Source: an optimization exercise on an open RTL-to-GDS flow (aim: small area). Production flows keep margins and buffers that such runs may drop.
Only simulation tests tie the RTL to the original design; equivalence was not proved.
Power is estimated from default activity; no workload was simulated.

==> flow/config.mk <==
export PLATFORM = sky130hd
export DESIGN_NAME = MIPS
export DESIGN_NICKNAME = MIPS
export VERILOG_FILES = /design/flow/design.v
export SDC_FILE = /design/flow/constraint.sdc
export NUM_CORES = 4
export LEC_CHECK = 0
export CAP_MARGIN = 20
export CORE_MARGIN = 2
export CORE_UTILIZATION = 40
export SLEW_MARGIN = 20
==> flow/constraint.sdc <==
create_clock -name core_clock -period 5.0 [get_ports {clk}]
set_input_delay 1.0000 -clock core_clock [delete_from_list [all_inputs] [get_ports {clk}]]
set_output_delay 1.0000 -clock core_clock [all_outputs]
set_load 0.01 [all_outputs]
==> flow/design.v <==
module MIPS(
    clk,
    rst_n,
    in_valid,
    instruction,
    out_valid,
    instruction_fail,
    out_0,
    out_1,
    out_2,
    out_3,
    out_4,
    out_5
);
input clk;
input rst_n;
input in_valid;
input [31:0] instruction;
output logic out_valid, instruction_fail;
output logic [15:0] out_0, out_1, out_2, out_3, out_4, out_5;
logic in_valid_1, in_valid_2, in_valid_3;
logic [31:0] instruction_reg;
always_ff @(negedge rst_n, posedge clk) begin
    if (~rst_n) begin
        in_valid_1 <= 0;
    end
    else begin
        if (in_valid) begin
            instruction_reg <= instruction;
        end
        in_valid_1 <= in_valid;
    end
end
logic [1:0] opcode_comb, opcode_reg;
logic [2:0] func_comb, func_reg;
logic [15:0] value_rs_comb, value_rs_reg;
logic [15:0] value_rt_comb, value_rt_reg;
logic [4:0] dest_comb, dest_reg;
logic [4:0] dest_reg_1;
logic [15:0] immediate_comb;
logic [5:0] shamt_comb, shamt_reg;
logic [15:0] result_comb, result_reg;
logic [15:0] add_reg;
assign shamt_comb = instruction_reg[10:6];
assign immediate_comb = instruction_reg[15:0];
always_comb begin
    if (instruction_reg[31:26] == 6'd0) begin
        case (instruction_reg[5:0])
            6'b100100: func_comb = 1;
            6'b100101: func_comb = 2;
            6'b100111: func_comb = 3;
            6'b000000: func_comb = 4;
            6'b000010: func_comb = 5;
            default: func_comb = 0;
        endcase
    end
    else begin
        func_comb = 0;
    end
end
always_comb begin
    case (instruction_reg[31:26])
        6'b000000: opcode_comb = 0;
        default: opcode_comb = 1;
    endcase
end
always_comb begin
    if (dest_reg_1 == instruction_reg[25:21]) value_rs_comb = result_reg;
    else begin
        case (instruction_reg[25:21])
            5'b10001: value_rs_comb = out_0;
            5'b10010: value_rs_comb = out_1;
            5'b01000: value_rs_comb = out_2;
            5'b10111: value_rs_comb = out_3;
            5'b11111: value_rs_comb = out_4;
            5'b10000: value_rs_comb = out_5;
            default: value_rs_comb = 16'd0;
        endcase
    end
end
always_comb begin
    if (dest_reg_1 == instruction_reg[20:16]) value_rt_comb = result_reg;
    else begin
        case (instruction_reg[20:16])
            5'b10001: value_rt_comb = out_0;
            5'b10010: value_rt_comb = out_1;
            5'b01000: value_rt_comb = out_2;
            5'b10111: value_rt_comb = out_3;
            5'b11111: value_rt_comb = out_4;
            5'b10000: value_rt_comb = out_5;
            default: value_rt_comb = 16'd0;
        endcase
    end
end
always_comb begin
    case (instruction_reg[31:26])
        6'b000000: begin
            dest_comb = instruction_reg[15:11];
        end
        6'b001000: begin
            dest_comb = instruction_reg[20:16];
        end
        default: begin
            dest_comb = 0;
        end
    endcase
end
always_ff @ (posedge clk, negedge rst_n) begin
    if (~rst_n) begin
        in_valid_2 <= 0;
    end
    else begin
        if (in_valid_1) begin
            value_rs_reg <= value_rs_comb;
            value_rt_reg <= value_rt_comb;
            dest_reg <= dest_comb;
            add_reg <= (opcode_comb == 0) ? value_rt_comb : immediate_comb;
            func_reg <= func_comb;
            opcode_reg <= opcode_comb;
            shamt_reg <= shamt_comb;
        end
        in_valid_2 <= in_valid_1;
    end
end
always_comb begin
    case (func_reg)
        6'd0: result_comb = value_rs_reg + add_reg;
        6'd1: result_comb = value_rs_reg & value_rt_reg;
        6'd2: result_comb = value_rs_reg | value_rt_reg;
        6'd3: result_comb = ~(value_rs_reg | value_rt_reg);
        6'd4: result_comb = value_rt_reg << shamt_reg;
        6'd5: result_comb = value_rt_reg >> shamt_reg;
        default: result_comb = 16'd0;
    endcase
end
always_ff @ (negedge rst_n, posedge clk) begin
    if (~rst_n) begin
        in_valid_3 <= 0;
        result_reg <= 0;
    end
    else begin
        if (in_valid_2) begin
            result_reg <= result_comb;
            dest_reg_1 <= dest_reg;
        end
        in_valid_3 <= in_valid_2;
    end
end
always_ff @ (negedge rst_n, posedge clk) begin
    if (~rst_n) begin
        out_valid <= 0;
        instruction_fail <= 0;
        out_0 <= 0;
        out_1 <= 0;
        out_2 <= 0;
        out_3 <= 0;
        out_4 <= 0;
        out_5 <= 0;
    end
    else if (in_valid_3) begin
        out_valid <= 1;
        case (dest_reg_1)
            5'b10001: begin
                out_0 <= result_reg;
                instruction_fail <= 0;
            end
            5'b10010: begin
                out_1 <= result_reg;
                instruction_fail <= 0;
            end
            5'b01000: begin
                out_2 <= result_reg;
                instruction_fail <= 0;
            end
            5'b10111: begin
                out_3 <= result_reg;
                instruction_fail <= 0;
            end
            5'b11111: begin
                out_4 <= result_reg;
                instruction_fail <= 0;
            end
            5'b10000: begin
                out_5 <= result_reg;
                instruction_fail <= 0;
            end
            default: instruction_fail <= 1;
        endcase
    end
    else begin
        out_0 <= 0;
        out_1 <= 0;
        out_2 <= 0;
        out_3 <= 0;
        out_4 <= 0;
        out_5 <= 0;
        out_valid <= in_valid_3;
    end
end
endmodule
==> flow/run.sh <==
#!/bin/bash
# synth_recipe.tcl (not shown) runs the flow's synth.tcl, then flattens the netlist and writes it again
# the make line also repeats each setting of config.mk as NAME=value (left out here)
make -C /OpenROAD-flow-scripts/flow DESIGN_CONFIG=/design/flow/config.mk WORK_HOME=/design/flow/orfs CLKGATE_MAP_FILE= SYNTH_SCRIPT=/design/flow/synth_recipe.tcl finish
==> results of run 1 <==
-- layer usage --
layer / GRT usage [%] / vias up
met3: 4.19 / 80
met5: 0 / -
met1: 37.3 / 5336
li1: - / 4811
met2: 39.1 / 523
met4: 6.97 / 0
-- power by group through the flow --
stage          combinational, µW  clock [µW]  sequential [µW]
4_1_cts                      309        1760             2020
3_5_place_dp                 308           0             2060
2_1_floorplan                228           0             1970
5_1_grt                      335        1840             2030
3_3_place_gp                 306           0             2060
6_report                     309        1740             2030
-- per-stage QoR --
step                      std cells  setup slack [ns]  utilization [%]  area, µm²  hold slack (ns)
after floorplan                1263              2.14                -      12700            0.347
after global placement         1713              2.09             45.3      14300            0.402
after detailed placement       1713              2.12             45.4      14300            0.407
after CTS                      1757              2.09             47.8      15000            0.424
after global routing           1757              1.92             47.8      15000            0.436
final                          1757              2.01             47.8      15000            0.422
-- worst min path at each step --
stage / from / end / slack [ns]
after floorplan: in_valid_1 / in_valid_2 / 0.35
after global placement: dest_reg[2] / dest_reg_1[2] / 0.40
after detailed placement: dest_reg[3] / dest_reg_1[3] / 0.41
after CTS: dest_reg[0] / dest_reg_1[0] / 0.42
after global routing: dest_reg[3] / dest_reg_1[3] / 0.44
final: dest_reg[0] / dest_reg_1[0] / 0.42
-- critical path: cells and delay by family (launching register included) --
family | cells | cell delay, ns
buffers and inverters | 1 | 0.33
and+or+nand+nor | 1 | 0.09
DFF | 1 | 1.04
AOI/OAI and AO/OA | 3 | 1.14
muxes | 1 | 0.25
-- cells in the mapped netlist (3+ instances only) --
cell	number	share of area, %
clkbuf_1	76	2.2
edfxtp_1	98	23
a21oi_1	44	1.7
buf_4	5	0.29
o21ai_0	39	1.5
nor3b_1	9	0.53
xnor2_1	10	0.69
nand3b_1	5	0.29
a31oi_1	6	0.29
mux4_1	3	0.62
a21o_1	12	0.71
and3b_1	3	0.21
a21boi_0	49	2.9
a221oi_1	6	0.41
dfrtp_1	117	23
nand2_1	156	4.6
o211ai_1	13	0.77
mux2_2	33	2.9
o221ai_1	4	0.28
or3_1	5	0.25
a221o_1	10	0.79
nor2b_1	63	3.1
nor3_1	13	0.51
nand3_1	31	1.2
nor2_1	105	3.1
and4_1	17	1.2
inv_1	13	0.38
xor2_1	13	0.89
clkbuf_2	4	0.16
o311ai_0	3	0.21
and2_1	5	0.25
nand2b_1	7	0.34
buf_2	17	0.67
mux4_2	13	2.3
mux2i_1	64	5.0
buf_6	4	0.35
o22ai_1	3	0.15
ha_1	15	1.5
and3_1	7	0.34
o21a_1	4	0.24
o31ai_1	17	1.0
a22oi_1	100	5.9
-- area by class of cell --
class / count / area share [%]
clock buffer: 32 / 4.53
clock inverter: 12 / 0.582
multi-input combinational: 927 / 42.3
tap: 402 / 3.34
timing repair buffer: 155 / 9.91
sequential: 215 / 39.0
inverter: 14 / 0.349
-- kinds of logic after synthesis --
| family | Yosys count | synth area share [%] |
|---|---|---|
| compound gates | 336 | 18.8 |
| xor+xnor | 23 | 1.58 |
| fa+ha+maj | 16 | 1.63 |
| buf+inv | 121 | 4.16 |
| flops | 215 | 46.1 |
| mux | 113 | 10.9 |
| simple gates | 439 | 16.9 |
==> impl_metrics.json, run 1 <==
{
  "worst-r2r-cell-count": 6,
  "endpoint_kind": "register",
  "synth_fp_nets": 1314,
  "rsz0062_at_grt": "false",
  "n_antenna_cell": 0,
  "crit_end": "result_reg[8]",
  "dr.pass1.iters": 6,
  "hpwl_mm": 29.7,
  "leakagePower_uw": 0.00583,
  "slew_viol_final": 0,
  "yosys_most_used_dff": "dfrtp_1",
  "met3RoutedLength_mm": 3.53,
  "drtIter0Drc": 1303,
  "grt_antenna_before_repair": 0,
  "overflow": 0,
  "hold_depth": 0,
  "cts_buffers": 24,
  "syn_inst": 1263,
  "worstPathCellList": "buf_4 > mux2i_1 > nor2_1 > o311ai_0 > a221oi_1 > o32a_1",
  "p_comb_share_pct": 7.6,
  "fp.dieArea_um2": 33300,
  "vias_per_cell": 6.12,
  "regArea_um2": 5870,
  "drc": 0,
  "final_antenna_net_count": 0,
  "multiInputGateArea_um2": 6360,
  "die_y_um": 182,
  "cts_tree": "built",
  "synth-edff-count": 98,
  "wl_met1_mm": 19.2,
  "synth.avg_cell_area_um2": 10.1,
  "grt_pass1_wl_mm": 65.0,
  "finalWeightedCongestion": 0.933,
  "timing.hold.worst.class": "reg2reg",
  "p_sw_uw": 1020,
  "regToRegStartpoint": "shamt_reg[1]",
  "clock-root-buffer": "clkbuf_16",
  "status": "timing/DRC/antenna clean",
  "required_ns": 5.40,
  "layout_commonest_cell": "nand2_1",
  "drive_gt1_share_pct": 9.67,
  "power_uw": 4070,
  "vdd_ir_drop_max_v": 0.000247,
  "io_buffers": 132,
  "powerDensity_nw_per_um2": 271,
  "worst_pin_slew_ns": 1.07,
  "reg2reg_to": "result_reg[8]",
  "synth_cell_types": 74,
  "yosysSeqAreaShare_pct": 46.1,
  "setup_tns_ns": 0,
  "clock_path_buffers": 3,
  "cts.sinks": 215,
  "p_sw_share_pct": 25.1,
  "fin_nets": 1388,
  "dr.max_layer_used": "met4",
  "regToRegSetupSlack_ns": 2.01,
  "clock_latency_ns": 0.52,
  "fill_cells": 2847,
  "wirelength_mm": 42.6,
  "avgRoutedWirePerCell_um": 24.3,
  "hold_viol": 0,
  "fmax_ghz": 0.334,
  "grt_use_total_pct": 25.5,
  "boundaryPins": 133,
  "largest_reg_flops": 32,
  "crit_arrival_ns": 3.39,
  "syn_area_um2": 12700,
  "cp_slowest_cell": "edfxtp_1",
  "relSlewSlack_pct": 28.6,
  "vias": 10800,
  "cts_resized": 0,
  "synth_seq_cells": 215,
  "synth_async_sr_flop_share_pct": 54.4,
  "max_cap_viol_count": 0,
  "cts.clk_slew.worst_paths_ns": 0.06,
  "hold_buffers": 0,
  "finClkSkew_ns": 0.00775,
  "internal_power_uw": 3050,
  "first_global_vias": 10300,
  "area_growth_syn_to_layout_pct": 18.2,
  "cp_slowest_stage_delay_ns": 1.04,
  "power_frac_clock_pct": 42.7,
  "wl_met2_mm": 19.0,
  "yosysWarnings": 1,
  "postCtsSetupBuffers": 0,
  "core_area_um2": 31500,
  "worstSetupPathType": "reg2reg",
  "startpoint": "shamt_reg[1]",
  "grt_max_degree": 100,
  "critPathMaxFanout": 27,
  "dieWidth_um": 182,
  "start_util_pct": 40.4,
  "most-common-layout-cells": "nand2_1 (155), clkdlybuf4s50_1 (131), dfrtp_1 (116)",
  "startpoint_type": "register",
  "post-route-min-period_ns": 2.99,
  "cts_max_level": 1,
  "setup_viol": 0,
  "rows": 65,
  "post-route-period-util_pct": 59.9,
  "p_seq_share_pct": 49.8
}
==> run 2, diff against run 1 <==
==> flow/design.v (replaced) <==
module MIPS(
    clk,
    rst_n,
    in_valid,
    instruction,
    out_valid,
    instruction_fail,
    out_0,
    out_1,
    out_2,
    out_3,
    out_4,
    out_5
);
input clk;
input rst_n;
input in_valid;
input [31:0] instruction;
output logic out_valid, instruction_fail;
output logic [15:0] out_0, out_1, out_2, out_3, out_4, out_5;
logic in_valid_1, in_valid_2, in_valid_3;
logic [31:0] ir;
always_ff @(posedge clk) ir <= instruction;
always_ff @(negedge rst_n, posedge clk) begin
    if (~rst_n) begin
        in_valid_1 <= 0;
        in_valid_2 <= 0;
        in_valid_3 <= 0;
    end
    else begin
        in_valid_1 <= in_valid;
        in_valid_2 <= in_valid_1;
        in_valid_3 <= in_valid_2;
    end
end
logic [15:0] result_reg;
logic [4:0]  dest_reg_1;
logic        p_valid;      
function automatic logic [15:0] read_reg(input logic [4:0] r);
    if (p_valid && dest_reg_1 == r) read_reg = result_reg;
    else begin
        case (r)
            5'b10001: read_reg = out_0;
            5'b10010: read_reg = out_1;
            5'b01000: read_reg = out_2;
            5'b10111: read_reg = out_3;
            5'b11111: read_reg = out_4;
            5'b10000: read_reg = out_5;
            default:  read_reg = 16'd0;
        endcase
    end
endfunction
logic [15:0] rs_v, rt_v, b_v, sum, shin, shout, res_comb;
logic [4:0]  dest_comb;
logic [4:0]  shamt;
logic        is_r, srl;
assign rs_v  = read_reg(ir[25:21]);
assign rt_v  = read_reg(ir[20:16]);
assign shamt = ir[10:6];
assign is_r  = (ir[31:26] == 6'd0);
assign srl   = ir[1];
assign b_v = is_r ? rt_v : ir[15:0];
assign sum = rs_v + b_v;
always_comb begin
    for (int i = 0; i < 16; i++) shin[i] = srl ? rt_v[15-i] : rt_v[i];
end
assign shout = shin << shamt;
always_comb begin
    if (is_r) begin
        case (ir[5:0])
            6'b100100: res_comb = rs_v & rt_v;
            6'b100101: res_comb = rs_v | rt_v;
            6'b100111: res_comb = ~(rs_v | rt_v);
            6'b000000: res_comb = shout;
            6'b000010: for (int i = 0; i < 16; i++) res_comb[i] = shout[15-i];
            default:   res_comb = sum;
        endcase
    end
    else begin
        res_comb = sum;
    end
end
always_comb begin
    case (ir[31:26])
        6'b000000: dest_comb = ir[15:11];
        6'b001000: dest_comb = ir[20:16];
        default:   dest_comb = 5'd0;
    endcase
end
logic [15:0] res2;
logic [4:0]  dest2;
always_ff @(posedge clk) begin
    res2  <= res_comb;
    dest2 <= dest_comb;
end
always_ff @(posedge clk) begin
    if (in_valid_2) begin
        result_reg <= res2;
        dest_reg_1 <= dest2;
    end
end
always_ff @(negedge rst_n, posedge clk) begin
    if (~rst_n) p_valid <= 0;
    else if (in_valid_2) p_valid <= 1;
end
always_ff @ (negedge rst_n, posedge clk) begin
    if (~rst_n) begin
        out_valid <= 0;
        instruction_fail <= 0;
        out_0 <= 0;
        out_1 <= 0;
        out_2 <= 0;
        out_3 <= 0;
        out_4 <= 0;
        out_5 <= 0;
    end
    else if (in_valid_3) begin
        out_valid <= 1;
        case (dest_reg_1)
            5'b10001: begin out_0 <= result_reg; instruction_fail <= 0; end
            5'b10010: begin out_1 <= result_reg; instruction_fail <= 0; end
            5'b01000: begin out_2 <= result_reg; instruction_fail <= 0; end
            5'b10111: begin out_3 <= result_reg; instruction_fail <= 0; end
            5'b11111: begin out_4 <= result_reg; instruction_fail <= 0; end
            5'b10000: begin out_5 <= result_reg; instruction_fail <= 0; end
            default:  instruction_fail <= 1;
        endcase
    end
    else begin
        out_0 <= 0;
        out_1 <= 0;
        out_2 <= 0;
        out_3 <= 0;
        out_4 <= 0;
        out_5 <= 0;
        out_valid <= 0;
    end
end
endmodule
--- a/flow/config.mk
+++ b/flow/config.mk
@@ -7,2 +7,3 @@
 export LEC_CHECK = 0
+export ABC_AREA = 1
 export CAP_MARGIN = 20
@@ -10,2 +11,3 @@
 export CORE_UTILIZATION = 40
+export CTS_BUF_LIST = sky130_fd_sc_hd__clkbuf_8
 export SLEW_MARGIN = 20
==> impl_metrics.json, run 2 <==
{
  "fin_cells": 1935,
  "powerDensity_nw_per_um2": 263,
  "wl_met1_mm": 18.8,
  "synth_seq_cells": 176,
  "clock-root-buffer": "clkbuf_8",
  "drtIter0Drc": 1251,
  "syn_area_um2": 10400,
  "syn_inst": 1468,
  "largest_reg_flops": 32,
  "vdd_ir_drop_max_v": 0.000142,
  "drive_gt1_share_pct": 5.94,
  "fp.dieArea_um2": 27300,
  "setup_slack_ns": 0.816,
  "cts_resized": 0,
  "synth_async_sr_flop_share_pct": 58.0,
  "critPathMaxFanout": 13,
  "first_global_vias": 10200,
  "post-place-ws_ns": 0.925,
  "regToRegSetupSlack_ns": 0.82,
  "clock_latency_ns": 0.48,
  "rows": 59,
  "crit_arrival_ns": 4.61,
  "die_y_um": 165,
  "overflow": 0,
  "required_ns": 5.42,
  "io_buffers": 132,
  "endpoint_kind": "register",
  "hold_viol": 0,
  "startpoint_type": "register",
  "dr.max_layer_used": "met5",
  "synth.most_common_cell": "nand2_1",
  "yosysSeqAreaShare_pct": 40.8,
  "grt_pass1_wl_mm": 64.8,
  "post-route-period-util_pct": 83.7,
  "reg2reg_to": "res2[12]",
  "max_cap_viol_count": 0,
  "power_uw": 3300,
  "yosys_most_used_dff": "dfrtp_1",
  "cts.sinks": 176,
  "cts_tree": "built",
  "grt_use_total_pct": 32.6,
  "post-route-min-period_ns": 4.18,
  "slew_viol_final": 0,
  "synth_cell_types": 46,
  "avgRoutedWirePerCell_um": 22.7,
  "worstSetupPathType": "reg2reg",
  "dr.pass1.iters": 8,
  "vias": 11200,
  "start_util_pct": 40.3,
  "synth-edff-count": 21,
  "synthTopCellsByCount": "nand2_1 (340), nand3_1 (193), o21ai_0 (178)",
  "fin_nets": 1637,
  "wirelength_mm": 44.0,
  "synth_fp_nets": 1519,
  "cts_max_level": 4,
  "grt_antenna_before_repair": 2,
  "area_growth_syn_to_layout_pct": 20.5,
  "vias_per_cell": 5.77,
  "yosysWarnings": 1,
  "status": "timing/DRC/antenna clean",
  "wl_met2_mm": 19.6,
  "setup_viol": 0,
  "synthTopCellsByArea": "dfrtp_1 (25%), nand2_1 (12%), dfxtp_1 (10%), nand3_1 (9.3%), o21ai_0 (8.6%)",
  "core_area_um2": 25800,
  "hpwl_mm": 33.9,
  "timing.hold.worst.class": "in2async",
  "finClkSkew_ns": 0.0213,
  "placed_cells": 1900,
  "clock_path_buffers": 2,
  "regToRegStartpoint": "ir[16]",
  "rsz0062_at_grt": "false",
  "cts.clk_slew.worst_paths_ns": 0.11,
  "drc": 0,
  "synth.avg_cell_area_um2": 7.08,
  "hold_ws_ns": 0.376,
  "most-common-layout-cells": "nand2_1 (340), nand3_1 (193), o21ai_0 (178)",
  "boundaryPins": 133,
  "setup_tns_ns": 0,
  "synth_top_area_cell": "dfrtp_1",
  "synth_top_area_share_pct": 24.6,
  "fmax_ghz": 0.239,
  "worst-r2r-cell-count": 20,
  "hold_buffers": 0,
  "postCtsSetupBuffers": 0,
  "dieWidth_um": 165,
  "finalWeightedCongestion": 0.994,
  "leakagePower_uw": 0.00558,
  "grt_max_degree": 79,
  "cts_buffers": 17,
  "relSlewSlack_pct": 35.7,
  "final_antenna_net_count": 0,
  "layout_commonest_cell": "nand2_1",
  "worst_pin_slew_ns": 0.963,
  "met3RoutedLength_mm": 3.60
}
run 2: changes by cell type in the layout (fill, tap and decap cells not counted), sizes merged, moves of 64 or more:
| cell | before | now |
|---|---|---|
| nand3 | 31 | 201 |
| mux2i | 64 | 0 |
| a22oi | 100 | 2 |
| o21ai | 40 | 183 |
| inv | 14 | 179 |
| edfxtp | 98 | 21 |
| nand2 | 156 | 340 |
run 2: report_power, final:
group / switching [µW] / leakage [µW] / total (µW) / internal, µW
logic: 359 / 0.00337 / 580 / 221
clock network: 622 / 0.000204 / 1050 / 429
registers: 127 / 0.00201 / 1670 / 1540
total: 1110 / 0.00558 / 3300 / 2190
run 2: routing by layer:
layer,global-route usage (%),vias to the layer above
met5,0,-
met4,13.9,2
met3,6.24,116
met2,50.7,614
met1,44.3,5228
li1,-,5196
run 2: how the worst max path moves through the flow:
stage                    end   start
detailed placement  res2[11]  ir[16]
floorplan           res2[12]  ir[20]
global route        res2[12]  ir[16]
finish              res2[12]  ir[16]
CTS                 res2[12]  ir[16]
global placement    res2[11]  ir[16]
run 2: layout make-up:
type / count / area [µm²]
diodes: 1 / 2.50
clock buffers: 18 / 248
clock inverters: 14 / 148
fillers: 2645 / 13200
inverters: 173 / 649
multi-input cells: 1054 / 5220
flip-flops and latches: 176 / 4240
well taps: 335 / 419
repair buffers: 164 / 1600
run 2: metrics by stage:
| stage | cell area [µm²] | util (%) |
|---|---|---|
| global route | 12500 | 48.6 |
| CTS | 12500 | 48.4 |
| floorplan | 10400 | - |
| global placement | 12100 | 46.9 |
| detailed placement | 12100 | 46.9 |
| finish | 12500 | 48.6 |
run 2: kinds of logic (layout without fill, tap and decap cells):
kind of cell / after synthesis / in the layout / share of synthesized area [%]
buffers and inverters: 238 / 369 / 9.18
AO/OA/AOI/OAI: 279 / 279 / 14.5
AND/OR/NAND/NOR: 749 / 749 / 32.6
other: 0 / 1 / 0
adder cells (fa/ha/maj): 16 / 16 / 2.00
flip-flops: 176 / 176 / 40.8
XOR/XNOR: 10 / 10 / 0.843
run 2: critical path, stage by stage, from the launching register on:
cell,delay (ns)
dfxtp_1,0.49
nor2_2,0.43
buf_4,0.29
nand3_1,0.21
o21ai_0,0.23
nor2_1,0.07
nand2_1,0.11
nand2_1,0.10
o21ai_0,0.17
ha_1,0.20
inv_1,0.06
fa_1,0.45
o21ai_0,0.20
buf_4,0.15
a21oi_1,0.09
o21bai_1,0.18
a21oi_1,0.13
o21ai_0,0.24
xor2_1,0.19
nor2_1,0.05
nor2_1,0.09
==> run 3, diff against run 2 <==
--- a/flow/config.mk
+++ b/flow/config.mk
@@ -11,3 +11,2 @@
 export CORE_UTILIZATION = 40
-export CTS_BUF_LIST = sky130_fd_sc_hd__clkbuf_8
 export SLEW_MARGIN = 20
==> impl_metrics.json, run 3 <==
{
  "worstSetupPathType": "reg2reg",
  "finalWeightedCongestion": 0.994,
  "timing.hold.worst.class": "reg2reg",
  "yosysWarnings": 1,
  "cts_tree": "built",
  "vdd_ir_drop_max_v": 0.000164,
  "syn_inst": 1468,
  "max_cap_viol_count": 0,
  "fmax_ghz": 0.238,
  "wirelength_mm": 44.2,
  "synth-edff-count": 21,
  "fill_cells": 2620,
  "crit_arrival_ns": 4.57,
  "final_antenna_net_count": 0,
  "hpwl_mm": 33.9,
  "synth_seq_cells": 176,
  "rows": 59,
  "synth_top_area_cell": "dfrtp_1",
  "post-route-period-util_pct": 83.9,
  "clock-root-buffer": "clkbuf_16",
  "grt_use_total_pct": 32.6,
  "synth_fp_nets": 1519,
  "finClkSkew_ns": 0.0150,
  "cts.clk_slew.worst_paths_ns": 0.08,
  "relSlewSlack_pct": 36.1,
  "yosysSeqAreaShare_pct": 40.8,
  "required_ns": 5.37,
  "synth_async_sr_flop_share_pct": 58.0,
  "grt_pass1_wl_mm": 64.9,
  "first_global_vias": 10200,
  "setup_viol": 0,
  "reg2reg_to": "res2[12]",
  "status": "timing/DRC/antenna clean",
  "postCtsSetupBuffers": 0,
  "synthTopCellsByCount": "nand2_1 (340), nand3_1 (193), o21ai_0 (178)",
  "io_buffers": 132,
  "synth.avg_cell_area_um2": 7.08,
  "vias_per_cell": 5.75,
  "fp.dieArea_um2": 27300,
  "worst_pin_slew_ns": 0.957,
  "cts_buffers": 17,
  "n_antenna_cell": 0,
  "hold_depth": 0,
  "synthTopCellsByArea": "dfrtp_1 (25%), nand2_1 (12%), dfxtp_1 (10%), nand3_1 (9.3%), o21ai_0 (8.6%)",
  "most-common-layout-cells": "nand2_1 (340), nand3_1 (193), o21ai_0 (178)",
  "powerDensity_nw_per_um2": 286,
  "cp_slowest_cell": "dfxtp_1",
  "fin_nets": 1637,
  "cts_max_level": 4,
  "critPathMaxFanout": 13,
  "leakagePower_uw": 0.00566,
  "avgRoutedWirePerCell_um": 22.8,
  "hold_viol": 0,
  "slew_viol_final": 0,
  "vias": 11100,
  "endpoint_kind": "register",
  "multiInputGateArea_um2": 5220,
  "regToRegStartpoint": "ir[16]",
  "cp_slowest_stage_delay_ns": 0.48,
  "largest_reg_flops": 32,
  "rsz0062_at_grt": "false",
  "drive_gt1_share_pct": 5.94,
  "layout_commonest_cell": "nand2_1",
  "hold_buffers": 0,
  "boundaryPins": 133,
  "grt_antenna_before_repair": 1,
  "yosys_most_used_dff": "dfrtp_1",
  "drc": 0,
  "start_util_pct": 40.3,
  "startpoint_type": "register",
  "clock_path_buffers": 2,
  "clock_latency_ns": 0.44,
  "dr.pass1.iters": 6,
  "die_y_um": 165,
  "grt_max_degree": 79,
  "worst-r2r-cell-count": 20,
  "cts.sinks": 176,
  "regArea_um2": 4240,
  "core_area_um2": 25800,
  "syn_area_um2": 10400,
  "cts_resized": 0,
  "synth.most_common_cell": "nand2_1",
  "drtIter0Drc": 1410,
  "min-delay-start": "in_valid_1",
  "synth_cell_types": 46,
  "crit_path_frequent_cell": "o21ai_0",
  "post-route-min-period_ns": 4.20,
  "setup_tns_ns": 0,
  "area_growth_syn_to_layout_pct": 22.3,
  "dieWidth_um": 165,
  "synth_top_area_share_pct": 24.6,
  "min_delay_worst_endpoint": "in_valid_2",
  "worstPathCellList": "nor2_2 > buf_4 > nand3_1 > o21ai_0 > nor2_1 > nand2_1 > nand2_1 > o21ai_0 > ha_1 > inv_1 > fa_1 > o21ai_0 > buf_4 > a21oi_1 > o21bai_1 > a21oi_1 > o21ai_0 > xor2_1 > nor2_1 > nor2_1",
  "regToRegSetupSlack_ns": 0.80,
  "overflow": 0,
  "power_uw": 3640
}
-- run 3: cell counts after synthesis --
Identical to the previous run, type by type.
-- run 3: per-stage QoR --
step	hold WS, ns	cell area (µm²)	util (%)	cells	worst slack [ns]
2_1_floorplan	0.331	10400	-	1468	1.80
3_3_place_gp	0.339	12100	46.9	1900	0.993
3_5_place_dp	0.345	12100	46.9	1900	0.925
4_1_cts	0.374	12700	49.1	1932	0.902
5_1_grt	0.394	12700	49.4	1934	0.265
6_report	0.376	12700	49.4	1934	0.804
-- run 3: power breakdown --
group	internal [µW]	total (µW)	switching, µW
Clock	724	1390	663
Sequential	1540	1670	128
Combinational	221	581	360
Total	2490	3640	1150
-- run 3: cell families after synthesis --
kind of cell | Yosys count | synth area share, %
compound gates | 279 | 14.5
xor+xnor | 10 | 0.843
fa+ha+maj | 16 | 2.00
simple gates | 749 | 32.6
buf+inv | 238 | 9.18
flops | 176 | 40.8
-- run 3: layout make-up --
type	instances	share of cell area (%)
multi-input combinational	1054	41.0
sequential	176	33.4
timing repair buffer	164	12.6
inverter	173	5.11
clock buffer	19	3.48
tap	335	3.30
clock inverter	13	1.13
-- run 3: per-layer routing --
metal  share of wire, %  track usage (%)  up-vias
li1                   -                -     5191
met1                 43             44.1     5213
met2                 45             50.8      597
met3                8.4             5.94      110
met4                4.4             15.0        2
met5              0.020                0        -
-- run 3: worst max path at each step --
| stage | from | to | slack [ns] | cells past startpoint |
|---|---|---|---|---|
| after floorplan | ir[20] | res2[12] | 1.80 | 20 |
| after global placement | ir[16] | res2[11] | 0.99 | 21 |
| after detailed placement | ir[16] | res2[11] | 0.92 | 21 |
| after CTS | ir[16] | res2[12] | 0.90 | 20 |
| after global routing | ir[16] | res2[12] | 0.27 | 20 |
| final | ir[16] | res2[12] | 0.80 | 20 |
-- run 3: worst max-delay path, delay by kind of cell, from the launching register on --
kind	cells	cell delay, ns
AOI/OAI and AO/OA	7	1.26
xor gates and xnor gates	1	0.19
adders and majority gates	2	0.65
buffers and inverters	3	0.51
DFF	1	0.48
and+or+nand+nor	7	1.06

## re-timing with driven ports
Ports are ideal in the flow. The routed layouts listed here were re-timed in OpenROAD. Step 1 assumes that a clkbuf_16 drives the clock port and a buf_2 every other input. Step 2 adds t to the input delays and takes it off the output delays; t is the mean of the earliest and latest rising clock arrival at the registers after step 1. Input paths then give back, and output paths get back, about the clock's delay inside the block. Three values: no drivers, after step 1, after step 2; two values: the first two.
run | shift t [ns] | slack for setup (ns) | worst data-port slew with drivers (ns) | pins driven straight from the clock port
run 1 | 0.571 | 2.007 / 2.007 / 2.007 | 0.05 | 1
run 2 | 0.521 | 0.816 / 0.816 / 0.816 | 0.05 | 1
run 3 | 0.483 | 0.804 / 0.804 / 0.804 | 0.05 | 1
After both steps every run listed still meets setup and hold.
